Source: an optimization exercise on an open RTL-to-GDS flow (aim: small area). Production flows keep margins and buffers that such runs may drop. Where RTL was checked, it was by simulation tests only, not by an equivalence proof against the original. Only the layout flow was run in run 7; the RTL was not checked for function there. The clock input has no modelled driver; a real chip could not lean on it and would need a root buffer or a full tree. Power figures rest on the tool's default switching activity, not on a simulated workload.

[design/flow/design.v]
`timescale 1ns / 1ps
module FIFO #(
	parameter WIDTH = 8,
	parameter DEPTH = 8
	)(
	input clk,
	input rst_n,
	input [WIDTH - 1:0] writeData,
	input writeEn,
	output logic [WIDTH - 1:0] readData,
	input readEn,
	output full,
	output empty
	);
	logic [4:0] count;
	logic [8:0] at;  
	logic [DEPTH - 1:0][WIDTH - 1:0] mem;
	assign at[0] = ~count[4] & ~count[0];
	assign at[1] = ~count[1] & count[0];
	assign at[2] = ~count[2] & count[1];
	assign at[3] = ~count[3] & count[2];
	assign at[4] = ~count[4] & count[3];
	assign at[5] = count[4] & count[0];
	assign at[6] = count[1] & ~count[0];
	assign at[7] = count[2] & ~count[1];
	assign at[8] = count[3] & ~count[2];
	assign full = at[8];
	assign empty = at[0];
	always @* begin
		readData = 0;
		for (int j = 0; j < DEPTH; j = j + 1)
			readData = readData | (mem[j] & {WIDTH{at[j]}});
	end
	always @(posedge clk) begin
		if (writeEn)
			mem <= {mem[DEPTH - 2:0], writeData};
		if (~rst_n)
			count <= 0;
		else if (writeEn & ~readEn)
			count <= {count[3:0], ~count[4]};
		else if (readEn & ~writeEn)
			count <= {~count[0], count[4:1]};
	end
endmodule
`timescale 1ns / 1ps
module SPIwithFIFO #(
	parameter WIDTH = 8,
	parameter TxFIFODepth = 8,
	parameter RxFIFODepth = 8
	)(
	input clk,
	input rst_n,
    input CS_n,
    input SCLK,
    input MOSI,
    output MISO,
	output [WIDTH - 1:0] RXdata,
	input readEn,
	output RXFIFOempty,
	output RXFIFOfull,
	output TXFIFOempty,
	output TXFIFOfull,
	input [WIDTH - 1:0] TXdata,
	input writeEn
    );
	localparam RXAW = $clog2(RxFIFODepth);
	logic CS_nHist;  
	logic prevSCLK;
	logic CS_nFallingEdge;
	logic sclkRise, sclkFall;
	assign CS_nFallingEdge = CS_nHist & ~CS_n;
	assign sclkRise = ~prevSCLK & SCLK;
	assign sclkFall = prevSCLK & ~SCLK;
	always @(posedge clk) begin
		CS_nHist <= CS_n;
		prevSCLK <= SCLK;
	end
	logic [WIDTH - 1:0] shiftIn;
	logic [2:0] rxBitCount;
	logic rxByteDone;    
	logic writeRXFIFO;   
	always @(posedge clk) begin
		if (sclkRise)
			shiftIn <= {shiftIn[WIDTH - 2:0], MOSI};
		if (~rst_n) begin
			rxBitCount <= 3'b000;
			rxByteDone <= 1'b0;
			writeRXFIFO <= 1'b0;
		end else begin
			writeRXFIFO <= rxByteDone;
			rxByteDone <= sclkRise && rxBitCount == 3'b100;  
			if (CS_nFallingEdge)
				rxBitCount <= 3'b000;
			else if (sclkRise)
				rxBitCount <= {rxBitCount[1:0], ~(rxBitCount[2] ^ (rxBitCount[1] & ~rxBitCount[0]))};
		end
	end
	logic [RxFIFODepth - 1:0][WIDTH - 1:0] rxMem;
	logic [3:0] rxCount;
	logic [3:0] rxCountUp, rxCountDown;
	logic [7:0] rxAt;  
	assign rxCountUp = {rxCount[2:0], ~rxCount[3]};
	assign rxCountDown = {~rxCount[0], rxCount[3:1]};
	assign rxAt[0] = ~rxCount[3] & ~rxCount[0];
	assign rxAt[1] = ~rxCount[1] & rxCount[0];
	assign rxAt[2] = ~rxCount[2] & rxCount[1];
	assign rxAt[3] = ~rxCount[3] & rxCount[2];
	assign rxAt[4] = rxCount[3] & rxCount[0];
	assign rxAt[5] = rxCount[1] & ~rxCount[0];
	assign rxAt[6] = rxCount[2] & ~rxCount[1];
	assign rxAt[7] = rxCount[3] & ~rxCount[2];
	logic rxPending;
	logic rxShift;
	logic [WIDTH - 1:0] rxMux;
	always @* begin
		rxMux = 0;
		for (int j = 0; j < RxFIFODepth; j = j + 1)
			rxMux = rxMux | (rxMem[j] & {WIDTH{rxAt[j]}});
	end
	assign RXdata = rxMux;
	assign RXFIFOempty = rxAt[0];
	assign RXFIFOfull = rxPending;
	assign rxShift = writeRXFIFO ? (~rxAt[7] | readEn) : (rxPending & readEn);
	always @(posedge clk) begin
		if (~rst_n)
			rxMem[0] <= 0;  
		else if (rxShift)
			rxMem <= {rxMem[RxFIFODepth - 2:0], shiftIn};
		if (~rst_n) begin
			rxCount <= 0;
			rxPending <= 1'b0;
		end else begin
			if (rxShift & ~readEn)
				rxCount <= rxCountUp;
			else if (readEn & ~rxShift)
				rxCount <= rxCountDown;
			if (rxPending)
				rxPending <= ~readEn;
			else
				rxPending <= writeRXFIFO & rxAt[7] & ~readEn;
		end
	end
	logic [WIDTH - 1:0] shiftOut;
	logic [3:0] txBitCount;
	logic [3:0] txBitCountDec;
	logic readTXFIFO;   
	logic loadTX;       
	logic [WIDTH - 1:0] TXFIFOdata;
	assign MISO = shiftOut[WIDTH - 1];
	assign txBitCountDec = {txBitCount[2:0],
		txBitCount[2] ? (txBitCount[3] ^ (txBitCount[1] & txBitCount[0])) : ~txBitCount[3]};
	FIFO #(.WIDTH(WIDTH), .DEPTH(TxFIFODepth)) TXFIFO (
		.clk(clk),
		.rst_n(rst_n),
		.writeData(TXdata),
		.writeEn(writeEn),
		.readData(TXFIFOdata),
		.readEn(readTXFIFO),
		.full(TXFIFOfull),
		.empty(TXFIFOempty)
	);
	logic shiftOutEn;
	logic [WIDTH - 1:0] shiftOutNext;
	assign shiftOutEn = ~rst_n | sclkFall | loadTX;
	assign shiftOutNext = ~rst_n ? {WIDTH{1'b0}} : sclkFall ? {shiftOut[WIDTH - 2:0], 1'b0} : TXFIFOdata;
	logic startTX;
	assign startTX = ~readTXFIFO & ~loadTX && txBitCount == 4'b0000 && ~TXFIFOempty && ~CS_nFallingEdge;
	always @(posedge clk) begin
		if (shiftOutEn)
			shiftOut <= shiftOutNext;
		if (~rst_n) begin
			txBitCount <= 4'b0110;
			readTXFIFO <= 1'b0;
			loadTX <= 1'b0;
		end else begin
			readTXFIFO <= startTX;
			loadTX <= readTXFIFO;
			if (sclkFall)
				txBitCount <= txBitCountDec;
			else if (startTX | CS_nFallingEdge)
				txBitCount <= 4'b0110;
		end
	end
endmodule
[design/flow/flow/run.sh]
#!/bin/bash
# The standard layout (standard.sh), except that:
# - the input and output ports get the smallest buffer cell;
# - clock tree synthesis adds no dummy loads (cells that only balance the
#   load of the clock tree's leaf nets).
# Each tool's output goes to its own log under orfs/logs; standard.log holds
# the make output.
export BUFFER_PORTS_ARGS="-buffer_cell sky130_fd_sc_hd__buf_1"
export CTS_ARGS="-sink_clustering_enable -repair_clock_nets -buf_list sky130_fd_sc_hd__clkbuf_8 -dont_use_dummy_load"
bash standard.sh > standard.log 2>&1
[design/flow/standard.sh]
#!/bin/bash
# synth_recipe.tcl (not shown) runs the flow's synth.tcl, then flattens the netlist and writes it again
# the make line also repeats each setting of config.mk as NAME=value (left out here)
make -C /OpenROAD-flow-scripts/flow DESIGN_CONFIG=/design/flow/config.mk WORK_HOME=/design/flow/orfs CLKGATE_MAP_FILE= SYNTH_SCRIPT=/design/flow/synth_recipe.tcl "${@:-finish}"
[design/flow/config.mk]
export PLATFORM = sky130hd
export DESIGN_NAME = SPIwithFIFO
export DESIGN_NICKNAME = SPIwithFIFO
export VERILOG_FILES = /design/flow/design.v
export SDC_FILE = /design/flow/constraint.sdc
export NUM_CORES = 4
export LEC_CHECK = 0
export CAP_MARGIN = 20
export CORE_MARGIN = 2
export CORE_UTILIZATION = 70
export CTS_BUF_LIST = sky130_fd_sc_hd__clkbuf_8
export SLEW_MARGIN = 20
[design/flow/constraint.sdc]
create_clock -name core_clock -period 5.0 [get_ports {clk}]
set_input_delay 1.0000 -clock core_clock [delete_from_list [all_inputs] [get_ports {clk}]]
set_output_delay 1.0000 -clock core_clock [all_outputs]
set_load 0.01 [all_outputs]
==> run summary, run 1 <==
layout cells sized above 1 6.88%; yosys warns 2; post-synthesis mux area share 1.60%; slew margin rel. 49.2%; Layout fillers 525; Post-Syn Area 0.00627 mm2; number of synthesized flops with an enable pin 136; Placement Cell Area 0.00642 mm2; initial drt markers 392; Top Family by Delay on Critical Path flip-flops; maxcap violations 0; IO buf count 27; largest net degree at the start of global routing 65; Die ar. 0.00973 mm2; Max FO, Critical Path 14; DRC 0; Pre-antenna DRT Iters 5; H-tree depth 4; clock tree from TritonCTS yes; Setup Crit Path Kind flip-flop to primary output; Clock Latency Late Sink 0.43 ns; TritonCTS Buffers 17; DR WL/cell 21.7 um; register area share after synthesis 75.0%; Slew Limit Fails 0; min cycle time layout 3.18 ns; first-pass GRT wire length 18.7 mm; initial core utilization 71.9%; compound-cell area share of the yosys netlist 14.5%; Setup crit start kind flip-flop; initial antenna violation count 0; GRT Util Overall 25.3%; XOR/XNOR Fraction of Synth Area 0%; simple-gate portion of the synthesized area 6.03%; Max stage delay on crit path 0.63 ns; CP arrival 2.18 ns; slowest CP cell dfxtp_1; setup_tns 0 ns; antenna viol nets, final 0; post-CTS setup buffer count 0; largest family of logic cells by synthesized area compound AO/OA/AOI/OAI gates; Top Ports 28; leakage 0.00215 uW; die width 98.6 um; RSZ-0062 raised after global routing false; Longest Clk Path Bufs 2; row count 34; nature of the critical path endpoint primary output; commonest non-fill, non-tap cell in the layout edfxtp_1; die height 98.6 um; # setup viols final 0; FFs w/ async S/R, synth 0%; Tcrit/Tclk final 63.6%; worst-path cell chain inv_1, a221oi_1, o22ai_1, buf_1; fmax 0.315 GHz; average vias per placed instance 6.79; Worst Hold Class flip-flop to flip-flop; ant diodes 0; core area 0.00872 mm2; # hold bufs at CTS 0; post-synthesis register bit count 167; Tot Pwr 2440 uW; Worst-path clk slew 0.09 ns; Mean Syn Cell Area 15.1 um2; final instance area 0.00665 mm2; P&R area growth vs syn 6.11%; WL final 11.8 mm; Worst-Margin Slew 0.761 ns; Req. time, crit path 4.00 ns; # clock sinks 167; total congestion overflow 0; vias post-DR 3696; Clock Tree Root clkbuf_8; Peak VDD IR 0.000261 V; Post-Syn Instances 414; Power Density 367 mW/mm2; adder-cell share of the synthesized area 0.399%; post-CTS sizing 0; status timing/DRC/antenna clean; vias in the first global route 3441; synth unique cells 44; GP Congestion 0.794; Most used DFF post-synth edfxtp_1; Post-Syn Nets 431; final hold viol count 0; Post-DP HPWL 7.49 mm; Final Net Count 455; commonest non-fill, non-tap cells in the layout 136 x edfxtp_1, 31 x dfxtp_1, 27 x a22oi_1, 26 x nor2_1, 26 x buf_1; Worst Skew 0.0313 ns; Buf/Inv on CP 2
-- synthesized netlist by cell type, types with 6 or more instances --
cell type / count / area (um2)
a31oi_1: 8 / 50.1
buf_2: 10 / 50.1
edfxtp_1: 136 / 4080
dfxtp_1: 31 / 621
nor2_1: 26 / 97.6
mux2i_1: 10 / 100
a221oi_1: 23 / 201
nand2_1: 17 / 63.8
a22oi_1: 27 / 203
nor2b_1: 6 / 37.5
inv_1: 7 / 26.3
o21ai_0: 9 / 45.0
a21oi_1: 14 / 70.1
clkbuf_1: 12 / 45.0
a211oi_1: 15 / 113
inv_2: 6 / 22.5
-- kinds of logic (layout without fill, tap and decap cells) --
kind of cell / count (synthesis) / in the layout
AO/OA/AOI/OAI: 123 / 123
adder cells (fa/ha/maj): 2 / 2
buffers and inverters: 37 / 59
flip-flops: 167 / 167
multiplexers: 10 / 10
AND/OR/NAND/NOR: 75 / 75
-- worst register-to-register path, cell delays in order (launching register included) --
cell and delay (ns):
dfxtp_1 0.69, nor2b_2 0.51, a21oi_1 0.14, buf_4 0.21
ha_1 0.40, a211oi_1 0.28, a211oi_1 0.08
-- worst paths after layout --
check | start | to | slack [ns] | cells after the start
worst max-delay path | rxCount[0] | RXdata[1] | 1.82 | 4
worst min-delay path | rxByteDone | writeRXFIFO | 0.42 | 1
worst max register to register | rxCount[3] | rxCount[1] | 2.54 | 6
worst min register to register | rxByteDone | writeRXFIFO | 0.42 | 1
-- registers in the layout, summed over array words and instances, names as in the netlist --
register and flops:
TXFIFO.mem 64, rxMem 64, shiftIn 8, shiftOut 8, TXFIFO.count 5, rxCount 4
txBitCount 4, rxBitCount 3, CS_nHist 1, loadTX 1, prevSCLK 1, readTXFIFO 1
rxByteDone 1, rxPending 1, writeRXFIFO 1
-- report_power, final --
part / switching (uW) / internal (uW) / leakage [uW]
registers: 44.3 / 1550 / 0.00153
clock network: 388 / 301 / 0.000122
logic: 97.6 / 58.5 / 0.000495
total: 530 / 1910 / 0.00215
-- metrics by stage --
step                instances  utilization, %  worst slack (ns)  hold WS, ns
finish                    544            76.3              1.82        0.422
global route              544            76.3              1.74        0.431
CTS                       544            76.3              1.87        0.423
detailed placement        527            73.6              2.02        0.424
global placement          527            73.6              1.98        0.420
floorplan                 414               -              1.86        0.412
-- area by class of cell --
cell class                      instances  area, um2  area share (%)
Clock buffer                           17        234            3.52
Timing Repair Buffer                   29        118            1.77
Multi-Input combinational cell        210       1410            21.2
Inverter                               13       48.8           0.734
Tap cell                              108        135            2.03
Sequential cell                       167       4700            70.7
-- per-layer routing --
| metal | share of wire [%] | global-route usage, % |
|---|---|---|
| met1 | 46 | 41.1 |
| met2 | 46 | 35.4 |
| met3 | 7.3 | 5.67 |
| met4 | 1.0 | 6.53 |
| met5 | 0 | 0 |
==> run 2, diff against run 1 <==
--- a/design/flow/design.v
+++ b/design/flow/design.v
@@ -13,18 +13,18 @@
 	output empty
 	);
-	logic [4:0] count;
-	logic [8:0] at;  
+	logic [3:0] count;
+	logic isFull;
 	logic [DEPTH - 1:0][WIDTH - 1:0] mem;
-	assign at[0] = ~count[4] & ~count[0];
+	logic [7:0] at;  
+	assign at[0] = ~count[3] & ~count[0];
 	assign at[1] = ~count[1] & count[0];
 	assign at[2] = ~count[2] & count[1];
 	assign at[3] = ~count[3] & count[2];
-	assign at[4] = ~count[4] & count[3];
-	assign at[5] = count[4] & count[0];
-	assign at[6] = count[1] & ~count[0];
-	assign at[7] = count[2] & ~count[1];
-	assign at[8] = count[3] & ~count[2];
-	assign full = at[8];
-	assign empty = at[0];
+	assign at[4] = count[3] & count[0];
+	assign at[5] = count[1] & ~count[0];
+	assign at[6] = count[2] & ~count[1];
+	assign at[7] = count[3] & ~count[2];
+	assign full = isFull;
+	assign empty = at[0] & ~isFull;
 	always @* begin
 		readData = 0;
@@ -35,10 +35,14 @@
 		if (writeEn)
 			mem <= {mem[DEPTH - 2:0], writeData};
-		if (~rst_n)
+		if (~rst_n) begin
 			count <= 0;
-		else if (writeEn & ~readEn)
-			count <= {count[3:0], ~count[4]};
-		else if (readEn & ~writeEn)
-			count <= {~count[0], count[4:1]};
+			isFull <= 1'b0;
+		end else if (writeEn & ~readEn) begin
+			count <= {count[2:0], ~count[3]};
+			isFull <= at[7];
+		end else if (readEn & ~writeEn) begin
+			count <= {~count[0], count[3:1]};
+			isFull <= 1'b0;
+		end
 	end
 endmodule
==> run 2 against run 1 <==
  * Sequential share of layout area increased by 0.15 points
  * Register-to-register slack got worse by 0.02 ns
  * Total power decreased by 0.29%
  * Critical path type unchanged
==> run summary, run 2 <==
Switch Pwr 527 uW; fmax 0.290 GHz; WL final 11.6 mm; Tcrit/Tclk final 69.0%; final hold viol count 0; IO buf count 27; Die ar. 0.00972 mm2; synth top area cells edfxtp_1 65%, dfxtp_1 9.9%, a221oi_1 4.8%; leakage 0.00214 uW; Worst Skew 0.0270 ns; largest area contributor in the netlist edfxtp_1; Slew Limit Fails 0; P&R area growth vs syn 5.93%; vias post-DR 3610; initial drt markers 430; antenna viol nets, final 0; vias in the first global route 3423; maxcap violations 0; CP arrival 2.45 ns; Clock Latency Late Sink 0.42 ns; Mean Syn Cell Area 15.7 um2; Layout fillers 522; die width 98.6 um; min cycle time layout 3.45 ns; # hold bufs at CTS 0; row count 34; CP Launch Point rxCount[1]; Post-Syn Instances 398; Worst-path clk slew 0.08 ns; Max FO, Critical Path 16; M1 GR Usage 39.5%; Multi-input gate area 0.00139 mm2; Top Ports 28; FFs w/ async S/R, synth 0%; nature of the critical path endpoint primary output; cell with the most instances after synthesis edfxtp_1; largest net degree at the start of global routing 65; H-tree depth 4; post-CTS setup buffer count 0; # setup viols final 0; RSZ-0062 raised after global routing false; yosys warns 2; R2R Path Start rxCount[2]; Setup Crit Path Kind flip-flop to primary output; Reg area 0.00470 mm2; Setup crit start kind flip-flop; initial core utilization 71.9%; die height 98.6 um; Post-Syn Nets 415; top flop regs TXFIFO.mem: 64 flops, rxMem: 64 flops; # clock sinks 167; Clk pwr share 28.4%; post-CTS sizing 0; Power Density 367 mW/mm2; number of synthesized flops with an enable pin 136; total congestion overflow 0; Post-DP HPWL 7.06 mm; commonest non-fill, non-tap cells in the layout 136 x edfxtp_1, 34 x a221oi_1, 31 x dfxtp_1, 26 x buf_1, 22 x nor2_1; ant diodes 0; first-pass GRT wire length 18.4 mm; Synth top area share 65.2%; Pre-antenna DRT Iters 5; TritonCTS Buffers 17; DR WL/cell 22.0 um; Clock Tree Root clkbuf_8; Switching Share 21.6%; GRT met3 Usage 7.09%; Seq pwr share 65.7%; Post-Layout Cell Count 526; initial antenna violation count 0; slew margin rel. 42.5%; core area 0.00872 mm2; Top Usage Layer GRT met1; Int Pwr 1910 uW; Longest Clk Path Bufs 2; Peak VDD IR 0.000315 V; layout cells sized above 1 7.18%; clock tree from TritonCTS yes; Placed Cells 509; synth unique cells 46; GP Congestion 0.840; Final Net Count 437; setup_tns 0 ns; DRC 0; average vias per placed instance 6.86; Req. time, crit path 4.00 ns; Post-Syn Area 0.00627 mm2; Commonest cells post-synth 136 x edfxtp_1, 34 x a221oi_1, 31 x dfxtp_1, 22 x nor2_1, 19 x a22oi_1; register area share after synthesis 75.1%; commonest non-fill, non-tap cell in the layout edfxtp_1; Worst-Margin Slew 0.862 ns; GRT Util Overall 24.8%; post-synthesis register bit count 167; met2 usage 33.9%; status timing/DRC/antenna clean; combinational power share 5.9%; Worst Hold Class flip-flop to flip-flop; Most used DFF post-synth edfxtp_1; HP Start TXFIFO.mem[43]
run 2: through the flow:
| step | worst slack [ns] | total power (uW) | util [%] | instance area (um2) | hold WS, ns |
|---|---|---|---|---|---|
| floorplan | 1.71 | 1710 | - | 6270 | 0.412 |
| global placement | 2.03 | 1760 | 73.4 | 6400 | 0.413 |
| detailed placement | 1.92 | 1770 | 73.4 | 6400 | 0.421 |
| CTS | 1.59 | 2450 | 76.1 | 6640 | 0.428 |
| global route | 1.43 | 2510 | 76.1 | 6640 | 0.435 |
| finish | 1.55 | 2440 | 76.1 | 6640 | 0.427 |
run 2: per-layer routing:
metal | vias to the layer above | routed length [um] | share of wire (%)
li1 | 1652 | - | -
met1 | 1776 | 5430 | 47
met2 | 165 | 5100 | 44
met3 | 17 | 876 | 7.6
met4 | 0 | 148 | 1.3
met5 | - | 0 | 0
run 2: worst paths after layout:
kind,endpoint,slack (ns),cells past startpoint
worst max-delay path,RXdata[0],1.55,5
worst min-delay path,TXFIFO.mem[51],0.43,0
worst max register to register,rxMem[19],2.52,4
worst min register to register,TXFIFO.mem[51],0.43,0
run 2: layout make-up:
class                   instances  area share, %
flip-flops and latches        167           70.9
multi-input cells             192           21.0
clock buffers                  17           3.52
well taps                     108           2.04
repair buffers                 30           1.89
inverters                      12          0.679
run 2: power by group through the flow:
stage / Clock (uW) / Sequential (uW) / Combinational (uW)
floorplan: 0 / 1600 / 111
global placement: 0 / 1630 / 136
detailed placement: 0 / 1630 / 142
CTS: 704 / 1600 / 143
global route: 750 / 1600 / 158
finish: 692 / 1600 / 144
run 2: cell families after synthesis:
logic type | Yosys count | synth area share [%]
multiplexers | 10 | 1.60
adder cells (fa/ha/maj) | 2 | 0.399
buffers and inverters | 39 | 2.70
flip-flops | 167 | 75.1
AO/OA/AOI/OAI | 118 | 15.0
AND/OR/NAND/NOR | 62 | 5.25
run 2: critical path, cell delays in order (launching register included):
cell and delay, ns:
dfxtp_1 0.60, inv_1 0.38, a22o_1 0.30, a222oi_1 0.38
o221ai_1 0.21, buf_1 0.17
==> run 3, diff against run 2 <==
==> design/flow/run.sh (new file) <==
#!/bin/bash
# synth_recipe.tcl (not shown) runs the flow's synth.tcl, then flattens the netlist and writes it again
# the make line also repeats each setting of config.mk as NAME=value (left out here)
make -C /OpenROAD-flow-scripts/flow DESIGN_CONFIG=/design/flow/config.mk WORK_HOME=/design/flow/orfs CLKGATE_MAP_FILE= SYNTH_SCRIPT=/design/flow/synth_recipe.tcl finish
removed: design/flow/flow/run.sh
removed: design/flow/standard.sh
==> run 3 against run 2 <==
  * Still clean
  * Fmax fell by 8.8%
  * Critical path depth did not move
  * Utilization rose by 3.3 points
  * Hold slack improved by 0.016 ns
  * Sequential power barely moved
  * Synthesized area did not move
  * Die area did not move
  * Setup slack got worse by 0.33 ns
  * Flip-flop and latch count did not move
  * Cell count rose by 2.9%
  * Combinational power rose by 13%
  * Design area rose by 4.4%
  * Largest cell class unchanged
  * Highest routed layer unchanged
==> run summary, run 3 <==
status timing/DRC/antenna clean; maxcap violations 0; combinational power share 6.2%; Post-Syn Nets 415; ant diodes 0; Worst Hold End writeRXFIFO; GRT Util Overall 25.1%; Post-Syn Area 0.00627 mm2; DR WL/cell 21.4 um; RSZ-0062 raised after global routing false; synth top area cells edfxtp_1 65%, dfxtp_1 9.9%, a221oi_1 4.8%; Peak VDD IR 0.000276 V; post-synthesis register bit count 167; slew margin rel. 39.7%; commonest non-fill, non-tap cell in the layout edfxtp_1; CP arrival 2.78 ns; Register-to-Register Path Depth 4; P&R area growth vs syn 10.6%; Power Density 382 mW/mm2; Switching Share 23.6%; vias post-DR 3670; post-CTS setup buffer count 0; DRC 0; Worst Skew 0.0133 ns; total congestion overflow 0; # clock sinks 167; Worst Hold Class flip-flop to flip-flop; H-tree depth 4; TritonCTS Buffers 17; Setup crit start kind flip-flop; Slew Limit Fails 0; layout cells sized above 1 9.70%; Synth top area share 65.2%; Seq pwr share 60.3%; Clk pwr share 33.5%; top flop regs TXFIFO.mem: 64 flops, rxMem: 64 flops; Final Util 79.4%; RR Endpoint rxMem[22]; Die ar. 0.00972 mm2; Final Net Count 437; Pre-antenna DRT Iters 8; nature of the critical path endpoint primary output; post-CTS sizing 0; number of synthesized flops with an enable pin 136; Tcrit/Tclk final 75.6%; IO buf count 27; WHS Path Cells 1; antenna viol nets, final 0; initial antenna violation count 0; largest area contributor in the netlist edfxtp_1; GP Congestion 0.820; Req. time, crit path 4.00 ns; Switch Pwr 625 uW; Most used DFF post-synth edfxtp_1; WL final 11.6 mm; register area share after synthesis 75.1%; largest net degree at the start of global routing 65; row count 34; Post-Layout Cell Count 541; Layout fillers 479; initial core utilization 71.9%; leakage 0.00228 uW; Placed Cells 509; first-pass GRT wire length 18.6 mm; Mean Syn Cell Area 15.7 um2; synth unique cells 46; clock tree from TritonCTS yes; Commonest cells post-synth 136 x edfxtp_1, 34 x a221oi_1, 31 x dfxtp_1, 22 x nor2_1, 19 x a22oi_1; Clock Tree Root clkbuf_8; fmax 0.265 GHz; Setup Crit Path Kind flip-flop to primary output; die height 98.6 um; Tot Pwr 2650 uW; cell with the most instances after synthesis edfxtp_1; vias in the first global route 3558; r2r setup slk 2.39 ns; Longest Clk Path Bufs 2; R2R Path Start rxCount[2]; initial drt markers 353; # hold bufs at CTS 0; Post-DP HPWL 7.01 mm; yosys warns 2; Clock Latency Late Sink 0.44 ns; min cycle time layout 3.78 ns; FFs w/ async S/R, synth 0%; HP Start rxByteDone; commonest non-fill, non-tap cells in the layout 136 x edfxtp_1, 34 x a221oi_1, 31 x dfxtp_1, 26 x clkdlybuf4s50_1, 22 x nor2_1; core area 0.00872 mm2; final hold viol count 0; setup_tns 0 ns; Post-Syn Instances 398; Worst-Margin Slew 0.905 ns; Int Pwr 2020 uW; Max FO, Critical Path 16; Worst-path clk slew 0.08 ns; die width 98.6 um; # setup viols final 0; average vias per placed instance 6.78; Top Ports 28
## run 3: power by group through the flow
stage	combinational, uW	sequential (uW)	clock [uW]
finish	163	1600	887
global route	179	1600	950
CTS	163	1600	895
detailed placement	161	1630	0
global placement	157	1630	0
floorplan	111	1600	0
## run 3: how the worst max path moves through the flow
stage / startpoint / to / depth (start not counted)
4_1_cts: rxCount[1] / RXdata[7] / 5
3_3_place_gp: rst_n / rxMem[14] / 3
6_report: rxCount[1] / RXdata[7] / 5
2_1_floorplan: rst_n / rxMem[10] / 3
5_1_grt: rxCount[1] / RXdata[7] / 5
3_5_place_dp: rst_n / rxMem[54] / 3
## run 3: kinds of logic after synthesis
logic type	count (synthesis)	share of synthesized area, %
buffers and inverters	39	2.70
adders and majority gates	2	0.399
and+or+nand+nor	62	5.25
AOI/OAI and AO/OA	118	15.0
DFF	167	75.1
muxes	10	1.60
## run 3: metal layers
layer,track usage [%],routed length [um],vias to the layer above
met5,0,0,-
met4,7.17,176,0
met3,6.95,935,21
met2,35.7,5280,173
met1,39.1,5200,1807
li1,-,-,1669
## run 3: final cells by class
| cell class | count | area (um2) | area share [%] |
|---|---|---|---|
| inverter | 12 | 45.0 | 0.650 |
| timing repair buffer | 30 | 288 | 4.15 |
| tap | 108 | 135 | 1.95 |
| multi-input combinational | 192 | 1390 | 20.1 |
| sequential | 167 | 4700 | 67.9 |
| clock buffer | 17 | 234 | 3.38 |
| clock inverter | 15 | 128 | 1.84 |
## run 3: metrics by stage
stage / area, um2 / hold slack, ns / setup WS, ns
final: 6930 / 0.443 / 1.22
after global placement: 6570 / 0.417 / 1.57
after global routing: 6930 / 0.455 / 1.01
after detailed placement: 6570 / 0.423 / 1.49
after CTS: 6930 / 0.443 / 1.25
after floorplan: 6270 / 0.412 / 1.71
## run 3: critical path: stages, from the launching register on
cell,delay (ns)
dfxtp_1,0.62
inv_1,0.37
a22o_1,0.30
a222oi_1,0.32
o221ai_1,0.21
clkdlybuf4s50_1,0.52
==> run 4, diff against run 3 <==
==> design/flow/flow/run.sh (new file) <==
#!/bin/bash
# The standard layout (standard.sh), except that:
# - the combinational logic is remapped for area after floorplan
#   (flow/restructure.tcl, OpenROAD's restructure; its ABC log goes to
#   rmp_work/abc.log);
# - the input and output ports get the smallest buffer cell;
# - clock tree synthesis adds no dummy loads (cells that only balance the
#   load of the clock tree's leaf nets).
# Each ORFS step writes its own log under orfs/logs; standard.log holds the
# make output.
export RMP_WORK_DIR=$PWD/rmp_work
export POST_FLOORPLAN_TCL=$PWD/flow/restructure.tcl
export BUFFER_PORTS_ARGS="-buffer_cell sky130_fd_sc_hd__buf_1"
export CTS_ARGS="-sink_clustering_enable -repair_clock_nets -buf_list sky130_fd_sc_hd__clkbuf_8 -dont_use_dummy_load"
bash standard.sh > standard.log 2>&1
==> design/flow/flow/restructure.tcl (new file) <==
# Sourced by ORFS at the end of floorplan (POST_FLOORPLAN_TCL): remap the
# combinational logic between the registers for area with OpenROAD's
# restructure (ABC). Registers and ports are left as synthesis made them.
file mkdir $::env(RMP_WORK_DIR)
remove_buffers
report_design_area
restructure -target area \
  -liberty_file $::env(PLATFORM_DIR)/lib/sky130_fd_sc_hd__tt_025C_1v80.lib \
  -tiehi_port sky130_fd_sc_hd__conb_1/HI -tielo_port sky130_fd_sc_hd__conb_1/LO \
  -work_dir $::env(RMP_WORK_DIR) -abc_logfile $::env(RMP_WORK_DIR)/abc.log
report_design_area
report_worst_slack -max
==> design/flow/standard.sh (new file) <==
#!/bin/bash
# synth_recipe.tcl (not shown) runs the flow's synth.tcl, then flattens the netlist and writes it again
# the make line also repeats each setting of config.mk as NAME=value (left out here)
make -C /OpenROAD-flow-scripts/flow DESIGN_CONFIG=/design/flow/config.mk WORK_HOME=/design/flow/orfs CLKGATE_MAP_FILE= SYNTH_SCRIPT=/design/flow/synth_recipe.tcl "${@:-finish}"
removed: design/flow/run.sh
==> run 4 against run 3 <==
  * Count of clock-buffer cells in the layout stayed put
  * Still clean
  * Clock power decreased by 23%
  * First-iteration DRC count grew 9.1%
  * Global-route usage decreased by 1.4 points
  * Register-to-register slack got worse by 0.78 ns
  * Flip-flop and latch count unchanged
  * Combinational power decreased by 9%
  * Via count down 0.25%
  * Total power is 8.0% lower
  * Fmax increased by 8.1%
  * Synthesized cell count stayed put
==> run summary, run 4 <==
average vias per placed instance 7.08; antenna viol nets, final 0; Power Density 370 mW/mm2; post-synthesis register bit count 167; ant diodes 0; Tcrit/Tclk final 69.9%; IO buf count 27; largest area contributor in the netlist edfxtp_1; Post-Syn Instances 398; status timing/DRC/antenna clean; leakage 0.00210 uW; commonest non-fill, non-tap cells in the layout 136 x edfxtp_1, 37 x a221oi_1, 31 x dfxtp_1, 26 x buf_1, 26 x clkinv_1; synth top area cells edfxtp_1 65%, dfxtp_1 9.9%, a221oi_1 4.8%; # setup viols final 0; Req. time, crit path 4.00 ns; Max stage delay on crit path 0.67 ns; Clock Latency Late Sink 0.43 ns; Most used DFF post-synth edfxtp_1; Worst-path clk slew 0.08 ns; synth unique cells 46; Final Net Count 426; DR WL/cell 21.7 um; Post-Syn Area 0.00627 mm2; Setup WS pre-CTS 1.66 ns; register area share after synthesis 75.1%; Commonest cells post-synth 136 x edfxtp_1, 34 x a221oi_1, 31 x dfxtp_1, 22 x nor2_1, 19 x a22oi_1; # hold bufs at CTS 0; Max FO, Critical Path 15; vias post-DR 3661; cell with the most instances after synthesis edfxtp_1; # clock sinks 167; fin worst setup slack 1.50 ns; initial antenna violation count 0; total congestion overflow 0; row count 34; Setup crit start kind flip-flop; first-pass GRT wire length 17.7 mm; top flop regs TXFIFO.mem: 64 flops, rxMem: 64 flops; layout cells sized above 1 5.38%; maxcap violations 0; Pre-antenna DRT Iters 6; Clock Tree Root clkbuf_8; final hold viol count 0; TritonCTS Buffers 17; post-CTS sizing 0; RSZ-0062 raised after global routing false; initial drt markers 385; WL final 11.2 mm; clock tree from TritonCTS yes; initial core utilization 71.9%; commonest non-fill, non-tap cell in the layout edfxtp_1; Worst Hold Class flip-flop to flip-flop; die height 98.6 um; P&R area growth vs syn 4.99%; Mean Syn Cell Area 15.7 um2; GP Congestion 0.838; DRC 0; die width 98.6 um; slowest CP cell dfxtp_1; Post-Layout Cell Count 517; Post-Syn Nets 415; fmax 0.286 GHz; Worst-Margin Slew 0.948 ns; worst-path cell chain clkinv_1, nor2_1, a222oi_1, o221ai_1, buf_1; Synth top area share 65.2%; core area 0.00872 mm2; nature of the critical path endpoint primary output; setup_tns 0 ns; Slew Limit Fails 0; H-tree depth 4; slew margin rel. 36.2%; post-CTS setup buffer count 0; Die ar. 0.00972 mm2; vias in the first global route 3379; Post-DP HPWL 6.90 mm; yosys warns 2; Peak VDD IR 0.000313 V; Top Ports 28; FFs w/ async S/R, synth 0%; Worst Skew 0.0185 ns; number of synthesized flops with an enable pin 136; GRT Util Overall 23.8%; largest net degree at the start of global routing 57; Placed Cells 500; CP arrival 2.50 ns; Tot Pwr 2430 uW; min cycle time layout 3.50 ns; Longest Clk Path Bufs 2; Setup Crit Path Kind flip-flop to primary output
[run 4: metal layers]
layer	up-vias	global-route usage, %	share of wire (%)	wire length [um]
li1	1655	-	-	-
met1	1778	37.6	45	5030
met2	218	33.6	44	4960
met3	10	6.03	10	1160
met4	0	6.53	0.77	87
met5	-	0	0	0
[run 4: logic make-up after synthesis]
kind of cell | Yosys count | synth area share, %
DFF | 167 | 75.1
AOI/OAI and AO/OA | 118 | 15.0
muxes | 10 | 1.60
buffers and inverters | 39 | 2.70
adders and majority gates | 2 | 0.399
and+or+nand+nor | 62 | 5.25
[run 4: report_power, final]
part           switching [uW]  internal [uW]
logic                    91.6           57.3
clock network             383            300
registers                47.0           1560
total                     521           1910
[run 4: critical path, delay by kind of cell (launching register included)]
kind            cells  cell delay [ns]
compound gates      2             0.29
simple gates        1             0.45
flops               1             0.67
buf+inv             2             0.67
[run 4: layout make-up]
class	instances	area, um2
Sequential cell	167	4700
Fill cell	524	2140
Multi-Input combinational cell	169	1280
Clock buffer	17	234
Tap cell	108	135
Timing Repair Buffer	30	125
Inverter	26	97.6
[run 4: worst paths after layout]
kind              start         to  slack (ns)  cells after the start
min reg2reg   rxMem[42]  rxMem[50]        0.44                      0
min           rxMem[42]  rxMem[50]        0.44                      0
max          rxCount[3]  RXdata[7]        1.50                      5
max reg2reg  rxCount[3]  rxMem[20]        1.61                      6
[run 4: through the flow]
step	cell area, um2	utilization, %	hold WS (ns)
2_1_floorplan	6270	-	0.412
3_3_place_gp	6340	72.8	0.416
3_5_place_dp	6340	72.8	0.428
4_1_cts	6580	75.4	0.438
5_1_grt	6580	75.4	0.453
6_report	6580	75.4	0.436
==> run 5, diff against run 4 <==
--- a/design/flow/flow/restructure.tcl
+++ b/design/flow/flow/restructure.tcl
@@ -10,3 +10,8 @@
   -work_dir $::env(RMP_WORK_DIR) -abc_logfile $::env(RMP_WORK_DIR)/abc.log
 report_design_area
+restructure -target area \
+  -liberty_file $::env(PLATFORM_DIR)/lib/sky130_fd_sc_hd__tt_025C_1v80.lib \
+  -tiehi_port sky130_fd_sc_hd__conb_1/HI -tielo_port sky130_fd_sc_hd__conb_1/LO \
+  -work_dir $::env(RMP_WORK_DIR) -abc_logfile $::env(RMP_WORK_DIR)/abc2.log
+report_design_area
 report_worst_slack -max
==> run 5 against run 4 <==
  * First-iteration DRC count is 4.7% lower
  * Critical path depth is the same
  * Hold slack better by 0.0053 ns
  * Combinational power hardly changed
  * Via count down 0.55%
  * Global-route usage did not move
  * Register-to-register slack got worse by 0.04 ns
  * Die area unchanged
==> run summary, run 5 <==
Multi-input gate area 0.00127 mm2; core area 0.00872 mm2; nature of the critical path endpoint primary output; Worst-Margin Slew 0.909 ns; GP Congestion 0.789; Post-DP HPWL 6.94 mm; top flop regs TXFIFO.mem: 64 flops, rxMem: 64 flops; Tot Pwr 2430 uW; register area share after synthesis 75.1%; post-synthesis register bit count 167; Pre-antenna DRT Iters 5; setup_tns 0 ns; Setup crit start kind flip-flop; Die ar. 0.00972 mm2; post-CTS sizing 0; CP Launch Point rxCount[3]; Placement Cell Area 0.00633 mm2; die width 98.6 um; row count 34; cell with the most instances after synthesis edfxtp_1; min cycle time layout 3.65 ns; slew margin rel. 38.8%; Post-Syn Area 0.00627 mm2; WHS Path Cells 0; WL final 11.2 mm; vias in the first global route 3458; RSZ-0062 raised after global routing false; ant diodes 0; initial core utilization 71.9%; CP arrival 2.65 ns; synth unique cells 46; RR Endpoint rxMem[30]; Register-to-Register Path Depth 6; r2r setup slk 1.57 ns; TritonCTS Buffers 17; Top Ports 28; yosys warns 2; Slew Limit Fails 0; post-CTS setup buffer count 0; Clock Latency Late Sink 0.43 ns; FFs w/ async S/R, synth 0%; average vias per placed instance 7.06; DR WL/cell 21.7 um; Power Density 370 mW/mm2; Post-Syn Instances 398; layout cells sized above 1 5.39%; Clock Tree Root clkbuf_8; # setup viols final 0; Req. time, crit path 4.00 ns; P&R area growth vs syn 4.83%; status timing/DRC/antenna clean; leakage 0.00209 uW; Commonest cells post-synth 136 x edfxtp_1, 34 x a221oi_1, 31 x dfxtp_1, 22 x nor2_1, 19 x a22oi_1; vias post-DR 3641; # hold bufs at CTS 0; Peak VDD IR 0.000253 V; synth top area cells edfxtp_1 65%, dfxtp_1 9.9%, a221oi_1 4.8%; Final Net Count 425; Worst Hold End rxMem[17]; Worst Hold Class flip-flop to flip-flop; final instance area 0.00657 mm2; Synth top area share 65.2%; antenna viol nets, final 0; number of synthesized flops with an enable pin 136; Post-Syn Nets 415; R2R Path Start rxCount[3]; H-tree depth 4; die height 98.6 um; clock tree from TritonCTS yes; Longest Clk Path Bufs 2; Worst Skew 0.0315 ns; commonest non-fill, non-tap cells in the layout 136 x edfxtp_1, 38 x a221oi_1, 31 x dfxtp_1, 26 x buf_1, 26 x clkinv_1; Worst-path clk slew 0.08 ns; final hold viol count 0; IO buf count 27; fmax 0.274 GHz; Most used DFF post-synth edfxtp_1; GRT Util Overall 23.8%; largest area contributor in the netlist edfxtp_1; Reg area 0.00470 mm2; initial antenna violation count 0; # clock sinks 167; maxcap violations 0; Mean Syn Cell Area 15.7 um2; Setup Crit Path Kind flip-flop to primary output; Max FO, Critical Path 16; largest net degree at the start of global routing 57; commonest non-fill, non-tap cell in the layout edfxtp_1; initial drt markers 367; Tcrit/Tclk final 73.0%; first-pass GRT wire length 17.6 mm; Layout fillers 513; total congestion overflow 0; DRC 0; HP Start rxMem[9]
==> run 5: cell counts after synthesis <==
Identical to the previous run, type by type.
==> run 5: area by class of cell <==
type | count | area share (%)
flip-flops and latches | 167 | 71.6
multi-input cells | 168 | 19.4
clock buffers | 17 | 3.56
inverters | 26 | 1.49
well taps | 108 | 2.06
repair buffers | 30 | 1.90
==> run 5: worst max-delay path, cell delays in order (launching register included) <==
cell	delay, ns
dfxtp_1	0.70
clkinv_1	0.51
nor2_1	0.50
a222oi_1	0.19
o221ai_1	0.15
buf_1	0.19
==> run 5: kinds of logic (layout without fill, tap and decap cells) <==
kind of cell             count (synthesis)  after routing  synth area share (%)
flip-flops                             167            167                  75.1
multiplexers                            10              0                  1.60
AO/OA/AOI/OAI                          118            130                  15.0
buffers and inverters                   39             73                  2.70
adder cells (fa/ha/maj)                  2              0                 0.399
AND/OR/NAND/NOR                         62             38                  5.25
==> run 5: power breakdown <==
part | internal [uW] | switching [uW]
registers | 1560 | 47.1
clock network | 300 | 381
logic | 56.4 | 89.6
total | 1910 | 518
==> run 5: how the worst max path moves through the flow <==
stage | cells past startpoint | end
6_report | 5 | RXdata[7]
4_1_cts | 5 | RXdata[7]
5_1_grt | 5 | RXdata[7]
3_5_place_dp | 6 | rxMem[36]
3_3_place_gp | 6 | rxMem[54]
2_1_floorplan | 3 | rxMem[10]
==> run 5: layer usage <==
layer / vias up / share of wire (%) / routed length (um) / GRT usage, %
met5: - / 0 / 0 / 0
met4: 0 / 0.90 / 101 / 7.27
met3: 11 / 7.9 / 886 / 6.74
met2: 170 / 44 / 4960 / 32.6
met1: 1815 / 47 / 5270 / 37.7
li1: 1645 / - / - / -
==> run 5: stage by stage <==
step / setup slack, ns / cells / util, % / hold WS, ns
global placement: 1.90 / 499 / 72.6 / 0.417
global route: 1.19 / 516 / 75.3 / 0.444
detailed placement: 1.64 / 499 / 72.6 / 0.429
floorplan: 1.71 / 398 / - / 0.412
finish: 1.35 / 516 / 75.3 / 0.442
CTS: 1.38 / 516 / 75.3 / 0.435
==> run 6, diff against run 5 <==
--- a/design/flow/design.v
+++ b/design/flow/design.v
@@ -13,18 +13,18 @@
 	output empty
 	);
-	logic [3:0] count;
-	logic isFull;
+	logic [4:0] count;
+	logic [8:0] at;  
 	logic [DEPTH - 1:0][WIDTH - 1:0] mem;
-	logic [7:0] at;  
-	assign at[0] = ~count[3] & ~count[0];
+	assign at[0] = ~count[4] & ~count[0];
 	assign at[1] = ~count[1] & count[0];
 	assign at[2] = ~count[2] & count[1];
 	assign at[3] = ~count[3] & count[2];
-	assign at[4] = count[3] & count[0];
-	assign at[5] = count[1] & ~count[0];
-	assign at[6] = count[2] & ~count[1];
-	assign at[7] = count[3] & ~count[2];
-	assign full = isFull;
-	assign empty = at[0] & ~isFull;
+	assign at[4] = ~count[4] & count[3];
+	assign at[5] = count[4] & count[0];
+	assign at[6] = count[1] & ~count[0];
+	assign at[7] = count[2] & ~count[1];
+	assign at[8] = count[3] & ~count[2];
+	assign full = at[8];
+	assign empty = at[0];
 	always @* begin
 		readData = 0;
@@ -35,14 +35,10 @@
 		if (writeEn)
 			mem <= {mem[DEPTH - 2:0], writeData};
-		if (~rst_n) begin
+		if (~rst_n)
 			count <= 0;
-			isFull <= 1'b0;
-		end else if (writeEn & ~readEn) begin
-			count <= {count[2:0], ~count[3]};
-			isFull <= at[7];
-		end else if (readEn & ~writeEn) begin
-			count <= {~count[0], count[3:1]};
-			isFull <= 1'b0;
-		end
+		else if (writeEn & ~readEn)
+			count <= {count[3:0], ~count[4]};
+		else if (readEn & ~writeEn)
+			count <= {~count[0], count[4:1]};
 	end
 endmodule
--- a/design/flow/flow/restructure.tcl
+++ b/design/flow/flow/restructure.tcl
@@ -10,8 +10,3 @@
   -work_dir $::env(RMP_WORK_DIR) -abc_logfile $::env(RMP_WORK_DIR)/abc.log
 report_design_area
-restructure -target area \
-  -liberty_file $::env(PLATFORM_DIR)/lib/sky130_fd_sc_hd__tt_025C_1v80.lib \
-  -tiehi_port sky130_fd_sc_hd__conb_1/HI -tielo_port sky130_fd_sc_hd__conb_1/LO \
-  -work_dir $::env(RMP_WORK_DIR) -abc_logfile $::env(RMP_WORK_DIR)/abc2.log
-report_design_area
 report_worst_slack -max
==> run 6 against run 5 <==
  * Fmax is 0.68% higher
  * Die area is essentially flat
  * Largest cell class unchanged
  * Sequential power about the same
  * Register-to-register slack got worse by 0.04 ns
  * Still clean on timing, DRC and antenna
  * Critical path type unchanged
  * Combinational power grew 5%
  * Setup slack gained 0.025 ns
  * Sequential share of layout area decreased by 0.24 points
  * Synthesized area barely moved
  * Highest routed layer unchanged
  * First-iteration DRC count shrank 11%
==> run summary, run 6 <==
status timing/DRC/antenna clean; Multi-input gate area 0.00129 mm2; DRC 0; clock tree from TritonCTS yes; Final Util 75.6%; Setup Crit Path Kind flip-flop to primary output; setup_tns 0 ns; register area share after synthesis 75.0%; antenna viol nets, final 0; Commonest cells post-synth 136 x edfxtp_1, 31 x dfxtp_1, 27 x a22oi_1, 26 x nor2_1, 23 x a221oi_1; total congestion overflow 0; maxcap violations 0; Setup WS pre-CTS 1.57 ns; Top Ports 28; IO buf count 27; Post-Syn Nets 431; Post-DP HPWL 7.31 mm; synth unique cells 44; Clock Tree Root clkbuf_8; final hold viol count 0; largest area contributor in the netlist edfxtp_1; CP arrival 2.63 ns; Power Density 370 mW/mm2; # setup viols final 0; Mean Syn Cell Area 15.1 um2; RSZ-0062 raised after global routing false; Reg area 0.00470 mm2; commonest non-fill, non-tap cells in the layout 136 x edfxtp_1, 31 x dfxtp_1, 29 x a22oi_1, 27 x clkinv_1, 26 x buf_1; WL final 11.4 mm; FFs w/ async S/R, synth 0%; Worst Hold Class flip-flop to flip-flop; Tcrit/Tclk final 72.5%; layout cells sized above 1 5.25%; Post-Syn Area 0.00627 mm2; post-CTS sizing 0; leakage 0.00211 uW; Die ar. 0.00973 mm2; average vias per placed instance 6.95; Post-Syn Instances 414; Clock Latency Late Sink 0.43 ns; initial drt markers 325; GP Congestion 0.818; # clock sinks 167; Slew Limit Fails 0; slew margin rel. 36.6%; GRT Util Overall 24.5%; initial antenna violation count 0; ant diodes 0; Pre-antenna DRT Iters 8; Longest Clk Path Bufs 2; post-synthesis register bit count 167; yosys warns 2; nature of the critical path endpoint primary output; cell with the most instances after synthesis edfxtp_1; largest net degree at the start of global routing 57; first-pass GRT wire length 18.3 mm; die height 98.6 um; post-CTS setup buffer count 0; fmax 0.276 GHz; H-tree depth 4; Setup crit start kind flip-flop; vias post-DR 3662; Worst Skew 0.0240 ns; vias in the first global route 3594; min cycle time layout 3.63 ns; core area 0.00872 mm2; Worst-Margin Slew 0.940 ns; Tot Pwr 2440 uW; TritonCTS Buffers 17; row count 34; Req. time, crit path 4.00 ns; number of synthesized flops with an enable pin 136; Synth top area share 65.1%; die width 98.6 um; Most used DFF post-synth edfxtp_1; commonest non-fill, non-tap cell in the layout edfxtp_1; Worst-path clk slew 0.09 ns; initial core utilization 71.9%; DR WL/cell 21.7 um; Layout fillers 500; Peak VDD IR 0.000273 V; synth top area cells edfxtp_1 65%, dfxtp_1 9.9%, a22oi_1 3.2%; top flop regs TXFIFO.mem: 64 flops, rxMem: 64 flops; P&R area growth vs syn 5.15%; Max FO, Critical Path 13; # hold bufs at CTS 0; final hold slack 0.432 ns; Final Net Count 436; fin worst setup slack 1.37 ns
[run 6: area by class of cell]
| type | instances | share of cell area [%] |
|---|---|---|
| flip-flops and latches | 167 | 71.4 |
| multi-input cells | 178 | 19.6 |
| clock buffers | 17 | 3.55 |
| repair buffers | 30 | 1.90 |
| well taps | 108 | 2.05 |
| inverters | 27 | 1.54 |
[run 6: cell families (layout without fill, tap and decap cells)]
family	Yosys count	in the layout	synth area share, %
flops	167	167	75.1
fa+ha+maj	2	0	0.399
compound gates	123	136	14.5
mux	10	0	1.60
simple gates	75	42	6.03
buf+inv	37	74	2.48
[run 6: where the power goes]
part / internal (uW) / switching, uW / total (uW)
combinational: 59.1 / 93.4 / 153
clock: 300 / 387 / 687
sequential: 1560 / 44.6 / 1600
total: 1920 / 525 / 2440
[run 6: routing by layer]
| metal | GRT usage, % | up-vias | share of wire, % |
|---|---|---|---|
| li1 | - | 1661 | - |
| met1 | 33.2 | 1818 | 42 |
| met2 | 38.8 | 164 | 50 |
| met3 | 6.52 | 19 | 6.2 |
| met4 | 9.91 | 0 | 2.0 |
| met5 | 0 | - | 0 |
[run 6: path summary, 6_finish.rpt]
check,start,to,slack [ns],cells after the start
worst min register to register,rxMem[51],rxMem[59],0.43,0
worst min-delay path,rxMem[51],rxMem[59],0.43,0
worst max register to register,rxCount[3],rxMem[51],1.53,6
worst max-delay path,rxCount[3],RXdata[7],1.37,5
[run 6: worst max-delay path, cell delays in order (launching register included)]
cell,delay [ns]
dfxtp_1,0.61
clkinv_1,0.48
nor2_1,0.59
a222oi_1,0.22
o221ai_1,0.12
buf_1,0.18
[run 6: metrics by stage]
stage | instance area [um2] | cells
after floorplan | 6270 | 414
after global placement | 6360 | 510
after detailed placement | 6360 | 510
after CTS | 6590 | 527
after global routing | 6590 | 527
final | 6590 | 527
==> run 7, diff against run 6 <==
--- a/design/flow/design.v
+++ b/design/flow/design.v
@@ -8,28 +8,15 @@
 	input [WIDTH - 1:0] writeData,
 	input writeEn,
-	output logic [WIDTH - 1:0] readData,
+	output [WIDTH - 1:0] readData,
 	input readEn,
 	output full,
 	output empty
 	);
-	logic [4:0] count;
-	logic [8:0] at;  
+	localparam AW = $clog2(DEPTH);
+	logic [AW:0] count;  
 	logic [DEPTH - 1:0][WIDTH - 1:0] mem;
-	assign at[0] = ~count[4] & ~count[0];
-	assign at[1] = ~count[1] & count[0];
-	assign at[2] = ~count[2] & count[1];
-	assign at[3] = ~count[3] & count[2];
-	assign at[4] = ~count[4] & count[3];
-	assign at[5] = count[4] & count[0];
-	assign at[6] = count[1] & ~count[0];
-	assign at[7] = count[2] & ~count[1];
-	assign at[8] = count[3] & ~count[2];
-	assign full = at[8];
-	assign empty = at[0];
-	always @* begin
-		readData = 0;
-		for (int j = 0; j < DEPTH; j = j + 1)
-			readData = readData | (mem[j] & {WIDTH{at[j]}});
-	end
+	assign full = count[AW];
+	assign empty = count == 0;
+	assign readData = mem[count[AW - 1:0]];
 	always @(posedge clk) begin
 		if (writeEn)
@@ -38,7 +25,7 @@
 			count <= 0;
 		else if (writeEn & ~readEn)
-			count <= {count[3:0], ~count[4]};
+			count <= count + 1'b1;
 		else if (readEn & ~writeEn)
-			count <= {~count[0], count[4:1]};
+			count <= count - 1'b1;
 	end
 endmodule
--- a/design/flow/flow/run.sh
+++ b/design/flow/flow/run.sh
@@ -6,9 +6,12 @@
 # - the input and output ports get the smallest buffer cell;
 # - clock tree synthesis adds no dummy loads (cells that only balance the
-#   load of the clock tree's leaf nets).
+#   load of the clock tree's leaf nets);
+# - after clock tree synthesis, pairs of nearby leaf buffers with few sinks
+#   are merged into one (flow/merge_clock_leaves.tcl).
 # Each ORFS step writes its own log under orfs/logs; standard.log holds the
 # make output.
 export RMP_WORK_DIR=$PWD/rmp_work
 export POST_FLOORPLAN_TCL=$PWD/flow/restructure.tcl
+export POST_CTS_TCL=$PWD/flow/merge_clock_leaves.tcl
 export BUFFER_PORTS_ARGS="-buffer_cell sky130_fd_sc_hd__buf_1"
 export CTS_ARGS="-sink_clustering_enable -repair_clock_nets -buf_list sky130_fd_sc_hd__clkbuf_8 -dont_use_dummy_load"
==> design/flow/flow/merge_clock_leaves.tcl (new file) <==
# Merge clock tree leaf buffers in pairs where the pair is close together and
# small: the sinks of one leaf buffer move to the other, which is placed at the
# centre of all its sinks, and the emptied buffer is removed. Leaf buffers are
# the ones clock_tree_synthesis names clkbuf_<level>_<index>_0_<clock> at the
# deepest level. Each buffer takes part in one merge at most.
set block [ord::get_db_block]
# limits on a merged pair: distance between the buffers (dbu) and sinks
set max_dist 40000
set max_sinks 20

proc inst_center {inst} {
  set b [$inst getBBox]
  return [list [expr {([$b xMin] + [$b xMax]) / 2}] [expr {([$b yMin] + [$b yMax]) / 2}]]
}

proc net_sinks {net} {
  return [expr {[llength [$net getITerms]] - 1}]
}

set level -1
foreach inst [$block getInsts] {
  if {[regexp {^clkbuf_(\d+)_\d+_0_} [$inst getName] -> l] && $l > $level} {
    set level $l
  }
}
set leaves {}
foreach inst [$block getInsts] {
  if {[string match "clkbuf_${level}_*_0_*" [$inst getName]]} {
    lappend leaves $inst
  }
}
puts "merge_clock_leaves: [llength $leaves] leaf buffers at level $level"

set remaining $leaves
while {1} {
  set best_d -1
  foreach a $remaining {
    lassign [inst_center $a] ax ay
    set sa [net_sinks [[$a findITerm X] getNet]]
    foreach b $remaining {
      if {[$a getName] eq [$b getName]} { continue }
      set sb [net_sinks [[$b findITerm X] getNet]]
      if {$sa + $sb > $max_sinks} { continue }
      lassign [inst_center $b] bx by
      set d [expr {abs($ax - $bx) + abs($ay - $by)}]
      if {$d > $max_dist} { continue }
      if {$best_d < 0 || $d < $best_d} {
        set best_d $d
        set keep $a
        set drop $b
      }
    }
  }
  if {$best_d < 0} { break }
  set net_keep [[$keep findITerm X] getNet]
  set net_drop [[$drop findITerm X] getNet]
  set moved 0
  foreach it [$net_drop getITerms] {
    if {[[$it getInst] getName] eq [$drop getName]} { continue }
    $it disconnect
    $it connect $net_keep
    incr moved
  }
  puts "merge_clock_leaves: [$drop getName] -> [$keep getName], $moved sinks moved, [net_sinks $net_keep] in all, [expr {$best_d / 1000.0}] um apart"
  # place the kept buffer at the centre of its sinks
  set sx 0
  set sy 0
  set n 0
  foreach it [$net_keep getITerms] {
    if {[[$it getInst] getName] eq [$keep getName]} { continue }
    lassign [inst_center [$it getInst]] x y
    set sx [expr {$sx + $x}]
    set sy [expr {$sy + $y}]
    incr n
  }
  set b [$keep getBBox]
  $keep setLocation [expr {$sx / $n - ([$b xMax] - [$b xMin]) / 2}] [expr {$sy / $n - ([$b yMax] - [$b yMin]) / 2}]
  [$drop findITerm A] disconnect
  [$drop findITerm X] disconnect
  odb::dbInst_destroy $drop
  odb::dbNet_destroy $net_drop
  set rest {}
  foreach i $remaining {
    if {[$i getName] ne [$keep getName] && [$i getName] ne [$drop getName]} { lappend rest $i }
  }
  set remaining $rest
}

detailed_placement
check_placement -verbose
--- a/design/flow/flow/restructure.tcl
+++ b/design/flow/flow/restructure.tcl
@@ -10,3 +10,8 @@
   -work_dir $::env(RMP_WORK_DIR) -abc_logfile $::env(RMP_WORK_DIR)/abc.log
 report_design_area
+restructure -target area \
+  -liberty_file $::env(PLATFORM_DIR)/lib/sky130_fd_sc_hd__tt_025C_1v80.lib \
+  -tiehi_port sky130_fd_sc_hd__conb_1/HI -tielo_port sky130_fd_sc_hd__conb_1/LO \
+  -work_dir $::env(RMP_WORK_DIR) -abc_logfile $::env(RMP_WORK_DIR)/abc2.log
+report_design_area
 report_worst_slack -max
==> run 7 against run 6 <==
  * Synthesized cell count is 2.9% lower
  * Global-route usage is 0.87 points lower
  * Utilization is 0.28 points lower
  * Via count is 1.1% lower
  * Largest cell class unchanged
==> run summary, run 7 <==
status timing/DRC/antenna clean; initial core utilization 72.3%; GRT met3 Usage 4.43%; top flop regs TXFIFO.mem: 64 flops, rxMem: 64 flops; setup_tns 0 ns; Worst Hold Class flip-flop to flip-flop; # clock sinks 166; Slew Limit Fails 0; Post-DP HPWL 7.19 mm; Worst Skew 0.0393 ns; die width 99.2 um; Buf/Inv on CP 2; cell with the most instances after synthesis edfxtp_1; layout cells sized above 1 5.24%; Setup WS pre-CTS 1.54 ns; row count 34; slew margin rel. 37.6%; fmax 0.272 GHz; Post-Syn Instances 402; initial antenna violation count 0; Clock Latency Late Sink 0.43 ns; WL final 11.1 mm; Post-Syn Nets 422; DR WL/cell 21.1 um; post-synthesis register bit count 166; Top Usage Layer GRT met2; commonest non-fill, non-tap cell in the layout edfxtp_1; # setup viols final 0; nature of the critical path endpoint primary output; Most used DFF post-synth edfxtp_1; Synth top area share 64.4%; Final Net Count 437; ant diodes 0; Post-Syn Area 0.00634 mm2; Max FO, Critical Path 14; largest area contributor in the netlist edfxtp_1; DRC 0; Peak VDD IR 0.000270 V; number of synthesized flops with an enable pin 136; largest net degree at the start of global routing 65; min cycle time layout 3.68 ns; worst-path cell chain clkinv_1, nor2_1, a222oi_1, o221ai_1, buf_1; RSZ-0062 raised after global routing false; met2 usage 38.5%; Setup crit start kind flip-flop; Mean Syn Cell Area 15.8 um2; IO buf count 27; vias in the first global route 3536; first-pass GRT wire length 17.7 mm; die height 99.2 um; Die ar. 0.00983 mm2; fin worst setup slack 1.32 ns; Setup Crit Path Kind flip-flop to primary output; Placement Cell Area 0.00642 mm2; average vias per placed instance 6.86; synth top area cells edfxtp_1 64%, dfxtp_1 9.5%, mux2i_1 3.8%; synth unique cells 44; leakage 0.00209 uW; yosys warns 2; Commonest cells post-synth 136 x edfxtp_1, 30 x dfxtp_1, 30 x nor2_1, 24 x mux2i_1, 20 x a22oi_1; GP Congestion 0.839; Max stage delay on crit path 0.67 ns; final instance area 0.00660 mm2; antenna viol nets, final 0; GRT Util Overall 23.7%; final hold viol count 0; commonest non-fill, non-tap cells in the layout 136 x edfxtp_1, 33 x clkinv_1, 31 x o221a_1, 30 x dfxtp_1, 26 x buf_1; Worst-Margin Slew 0.926 ns; initial drt markers 233; core area 0.00876 mm2; Top Ports 28; M1 GR Usage 31.2%; slowest CP cell dfxtp_1; maxcap violations 0; Req. time, crit path 4.00 ns; FFs w/ async S/R, synth 0%; Tcrit/Tclk final 73.6%; Pre-antenna DRT Iters 7; P&R area growth vs syn 4.09%; register area share after synthesis 73.9%; Worst-path clk slew 0.11 ns; vias post-DR 3621; CP arrival 2.68 ns; Power Density 359 mW/mm2; total congestion overflow 0; Top Family by Delay on Critical Path buffers and inverters
run 7: metrics by stage:
step	utilization, %	instances	hold slack [ns]	total power (uW)
floorplan	-	402	0.412	1750
global placement	73.3	515	0.421	1780
detailed placement	73.3	515	0.427	1790
global route	75.3	528	0.442	2440
finish	75.3	528	0.437	2370
run 7: layout make-up:
type / count / area, um2
multi-input combinational: 174 / 1320
tap: 108 / 135
clock buffer: 13 / 179
inverter: 33 / 124
timing repair buffer: 34 / 155
fill: 534 / 2160
sequential: 166 / 4680
run 7: power by group:
group	internal (uW)	switching, uW
Combinational	64.8	108
Clock	233	374
Sequential	1550	39.2
run 7: worst paths after layout:
kind / endpoint / slack (ns) / depth (start not counted) / from
worst max-delay path: RXdata[2] / 1.32 / 5 / rxCount[3]
worst max register to register: rxMem[17] / 1.44 / 6 / rxCount[3]
worst min-delay path: rxMem[47] / 0.44 / 0 / rxMem[39]
worst min register to register: rxMem[47] / 0.44 / 0 / rxMem[39]
run 7: kinds of logic after synthesis:
logic type | after synthesis | share of synthesized area (%)
buffers and inverters | 31 | 1.97
multiplexers | 36 | 7.34
flip-flops | 166 | 73.9
adder cells (fa/ha/maj) | 5 | 1.11
AND/OR/NAND/NOR | 76 | 5.68
AO/OA/AOI/OAI | 85 | 9.59
XOR/XNOR | 3 | 0.415
run 7: layer usage:
layer  vias to the layer above  share of wire (%)
li1                       1671                  -
met1                      1787                 42
met2                       135                 49
met3                        28                5.6
met4                         0                2.7
met5                         -                  0
==> run 8, diff against run 7 <==
--- a/design/flow/design.v
+++ b/design/flow/design.v
@@ -8,24 +8,41 @@
 	input [WIDTH - 1:0] writeData,
 	input writeEn,
-	output [WIDTH - 1:0] readData,
+	output logic [WIDTH - 1:0] readData,
 	input readEn,
 	output full,
 	output empty
 	);
-	localparam AW = $clog2(DEPTH);
-	logic [AW:0] count;  
+	logic [3:0] count;
+	logic isFull;
 	logic [DEPTH - 1:0][WIDTH - 1:0] mem;
-	assign full = count[AW];
-	assign empty = count == 0;
-	assign readData = mem[count[AW - 1:0]];
+	logic [7:0] at;  
+	assign at[0] = ~count[3] & ~count[0];
+	assign at[1] = ~count[1] & count[0];
+	assign at[2] = ~count[2] & count[1];
+	assign at[3] = ~count[3] & count[2];
+	assign at[4] = count[3] & count[0];
+	assign at[5] = count[1] & ~count[0];
+	assign at[6] = count[2] & ~count[1];
+	assign at[7] = count[3] & ~count[2];
+	assign full = isFull;
+	assign empty = at[0] & ~isFull;
+	always @* begin
+		readData = 0;
+		for (int j = 0; j < DEPTH; j = j + 1)
+			readData = readData | (mem[j] & {WIDTH{at[j]}});
+	end
 	always @(posedge clk) begin
 		if (writeEn)
 			mem <= {mem[DEPTH - 2:0], writeData};
-		if (~rst_n)
+		if (~rst_n) begin
 			count <= 0;
-		else if (writeEn & ~readEn)
-			count <= count + 1'b1;
-		else if (readEn & ~writeEn)
-			count <= count - 1'b1;
+			isFull <= 1'b0;
+		end else if (writeEn & ~readEn) begin
+			count <= {count[2:0], ~count[3]};
+			isFull <= at[7];
+		end else if (readEn & ~writeEn) begin
+			count <= {~count[0], count[3:1]};
+			isFull <= 1'b0;
+		end
 	end
 endmodule
==> run 8 against run 7 <==
  * Non-clock buffer count down 4
  * Still clean
  * Design area down 1.5%
  * Hold slack about the same
  * Combinational power down 15%
  * Utilization down 0.77 points
==> run summary, run 8 <==
DRC 0; WL final 11.2 mm; r2r setup slk 1.58 ns; Worst Hold Class flip-flop to flip-flop; Worst-path clk slew 0.10 ns; Worst-Margin Slew 0.883 ns; Peak VDD IR 0.000216 V; Buf/Inv on CP 2; IO buf count 27; WL met3 845 um; Worst Skew 0.0198 ns; RR Endpoint rxMem[60]; worst-path cell chain clkinv_1, nor2_1, a222oi_1, o221ai_1, buf_1; Die ar. 0.00972 mm2; Top Ports 28; WHS Path Cells 2; slowest CP cell dfxtp_1; fmax 0.274 GHz; row count 34; commonest non-fill, non-tap cells in the layout 136 x edfxtp_1, 38 x a221oi_1, 31 x dfxtp_1, 26 x buf_1, 26 x clkinv_1; Commonest cells post-synth 136 x edfxtp_1, 34 x a221oi_1, 31 x dfxtp_1, 22 x nor2_1, 19 x a22oi_1; Final Util 74.5%; # setup viols final 0; Most used DFF post-synth edfxtp_1; Worst Hold End loadTX; Post-Layout Cell Count 511; metal2 WL 4.97 mm; Power Density 358 mW/mm2; uppermost layer routed met4; initial drt markers 386; final hold viol count 0; total congestion overflow 0; first-pass GRT wire length 17.5 mm; WL met1 5.25 mm; Post-DP HPWL 6.94 mm; number of synthesized flops with an enable pin 136; die width 98.6 um; Post-Syn Instances 398; post-synthesis register bit count 167; Post-Syn Area 0.00627 mm2; HP Start readTXFIFO; maxcap violations 0; slew margin rel. 40.5%; layout cells sized above 1 4.22%; Register-to-Register Path Depth 6; nature of the critical path endpoint primary output; leakage 0.00206 uW; top flop regs TXFIFO.mem: 64 flops, rxMem: 64 flops; average vias per placed instance 7.02; synth top area cells edfxtp_1 65%, dfxtp_1 9.9%, a221oi_1 4.8%; # clock sinks 167; Mean Syn Cell Area 15.7 um2; Max FO, Critical Path 16; Final Net Count 420; Req. time, crit path 4.00 ns; CP arrival 2.65 ns; RSZ-0062 raised after global routing false; GP Congestion 0.789; commonest non-fill, non-tap cell in the layout edfxtp_1; initial core utilization 71.9%; die height 98.6 um; Clock Latency Late Sink 0.41 ns; Slew Limit Fails 0; antenna viol nets, final 0; largest area contributor in the netlist edfxtp_1; Top Family by Delay on Critical Path flip-flops; FFs w/ async S/R, synth 0%; cell with the most instances after synthesis edfxtp_1; R2R Path Start rxCount[3]; ant diodes 0; vias post-DR 3588; register area share after synthesis 75.1%; Setup crit start kind flip-flop; Tcrit/Tclk final 73.1%; Placed Cells 499; core area 0.00872 mm2; Pre-antenna DRT Iters 5; DR WL/cell 21.9 um; largest net degree at the start of global routing 57; P&R area growth vs syn 3.73%; synth unique cells 46; Post-Syn Nets 415; status timing/DRC/antenna clean; initial antenna violation count 0; setup_tns 0 ns; yosys warns 2; Max stage delay on crit path 0.73 ns; min cycle time layout 3.65 ns; GRT Util Overall 23.5%; Setup Crit Path Kind flip-flop to primary output; vias in the first global route 3421; Synth top area share 65.2%
## run 8: logic make-up (layout without fill, tap and decap cells)
family | after synthesis | after routing | share of synthesized area [%]
buffers and inverters | 39 | 68 | 2.70
adder cells (fa/ha/maj) | 2 | 0 | 0.399
flip-flops | 167 | 167 | 75.1
AO/OA/AOI/OAI | 118 | 130 | 15.0
AND/OR/NAND/NOR | 62 | 38 | 5.25
multiplexers | 10 | 0 | 1.60
## run 8: worst max path at each step
stage	endpoint	from	cells past startpoint	slack (ns)
floorplan	rxMem[10]	rst_n	3	1.71
global placement	rxMem[54]	rxCount[3]	6	1.90
detailed placement	rxMem[36]	rxCount[3]	6	1.64
global route	RXdata[7]	rxCount[3]	5	1.19
finish	RXdata[7]	rxCount[3]	5	1.35
## run 8: where the power goes
group	internal (uW)	switching, uW
registers	1550	47.0
logic	56.4	90.3
clock network	216	365
total	1830	502
## run 8: layout make-up
cell class / instances / area, um2
multi-input combinational: 168 / 1270
timing repair buffer: 30 / 125
clock buffer: 12 / 165
tap: 108 / 135
sequential: 167 / 4700
fill: 519 / 2220
inverter: 26 / 97.6
## run 8: worst register-to-register path, cell delays in order (launching register included)
cell and delay, ns:
dfxtp_1 0.51, clkinv_1 0.31, nor2_1 0.18, o21ai_0 0.75, clkinv_1 0.51, nor2_4 0.18
buf_4 0.56
## run 8: metrics by stage
step / hold WS [ns] / area, um2 / setup slack, ns / total power (uW)
floorplan: 0.412 / 6270 / 1.71 / 1710
global placement: 0.417 / 6330 / 1.90 / 1770
global route: 0.461 / 6500 / 1.19 / 2400
finish: 0.437 / 6500 / 1.35 / 2330
detailed placement: 0.429 / 6330 / 1.64 / 1780
## run 8: per-layer routing
metal  GRT usage [%]  up-vias
met3            5.46       12
li1                -     1630
met4            7.90        0
met5               0        -
met2            33.1      173
met1            37.1     1773

==> separate check: timing with driven ports <==
How much do the figures lean on ideal ports? The routed layouts below were timed once more, with nothing changed but the port constraints.
Step 1: set_driving_cell puts a clkbuf_16 on clk and a buf_2 on each other input, an assumption about the parent block.
Step 2, shift: input delay + t, output delay - t, t = (earliest + latest rising clock arrival at the registers) / 2. This alone moves slack from input paths to output paths.
Three values: ideal, step 1, step 2; two values: the first two.
run	t, ns	setup slack, ns	latest minus earliest clock arrival (ns)	slew at the worst register clock pin (ns)	worst data-port slew with drivers (ns)
run 1	0.447	1.821 / 1.788 / 1.977	0.033 / 0.033	0.09 / 0.09	0.04
run 2	0.444	1.550 / 1.518 / 1.921	0.033 / 0.034	0.09 / 0.09	0.04
run 3	0.474	1.220 / 1.186 / 1.480	0.020 / 0.020	0.10 / 0.10	0.04
run 4	0.455	1.503 / 1.470 / 1.613	0.024 / 0.025	0.09 / 0.09	0.04
run 5	0.451	1.348 / 1.316 / 1.573	0.035 / 0.035	0.09 / 0.09	0.03
run 6	0.458	1.373 / 1.339 / 1.530	0.025 / 0.025	0.09 / 0.09	0.03
run 7	0.442	1.321 / 1.288 / 1.441	0.039 / 0.039	0.11 / 0.11	0.05
run 8	0.429	1.347 / 1.315 / 1.580	0.022 / 0.023	0.10 / 0.10	0.03
After both steps every run listed still meets setup and hold.
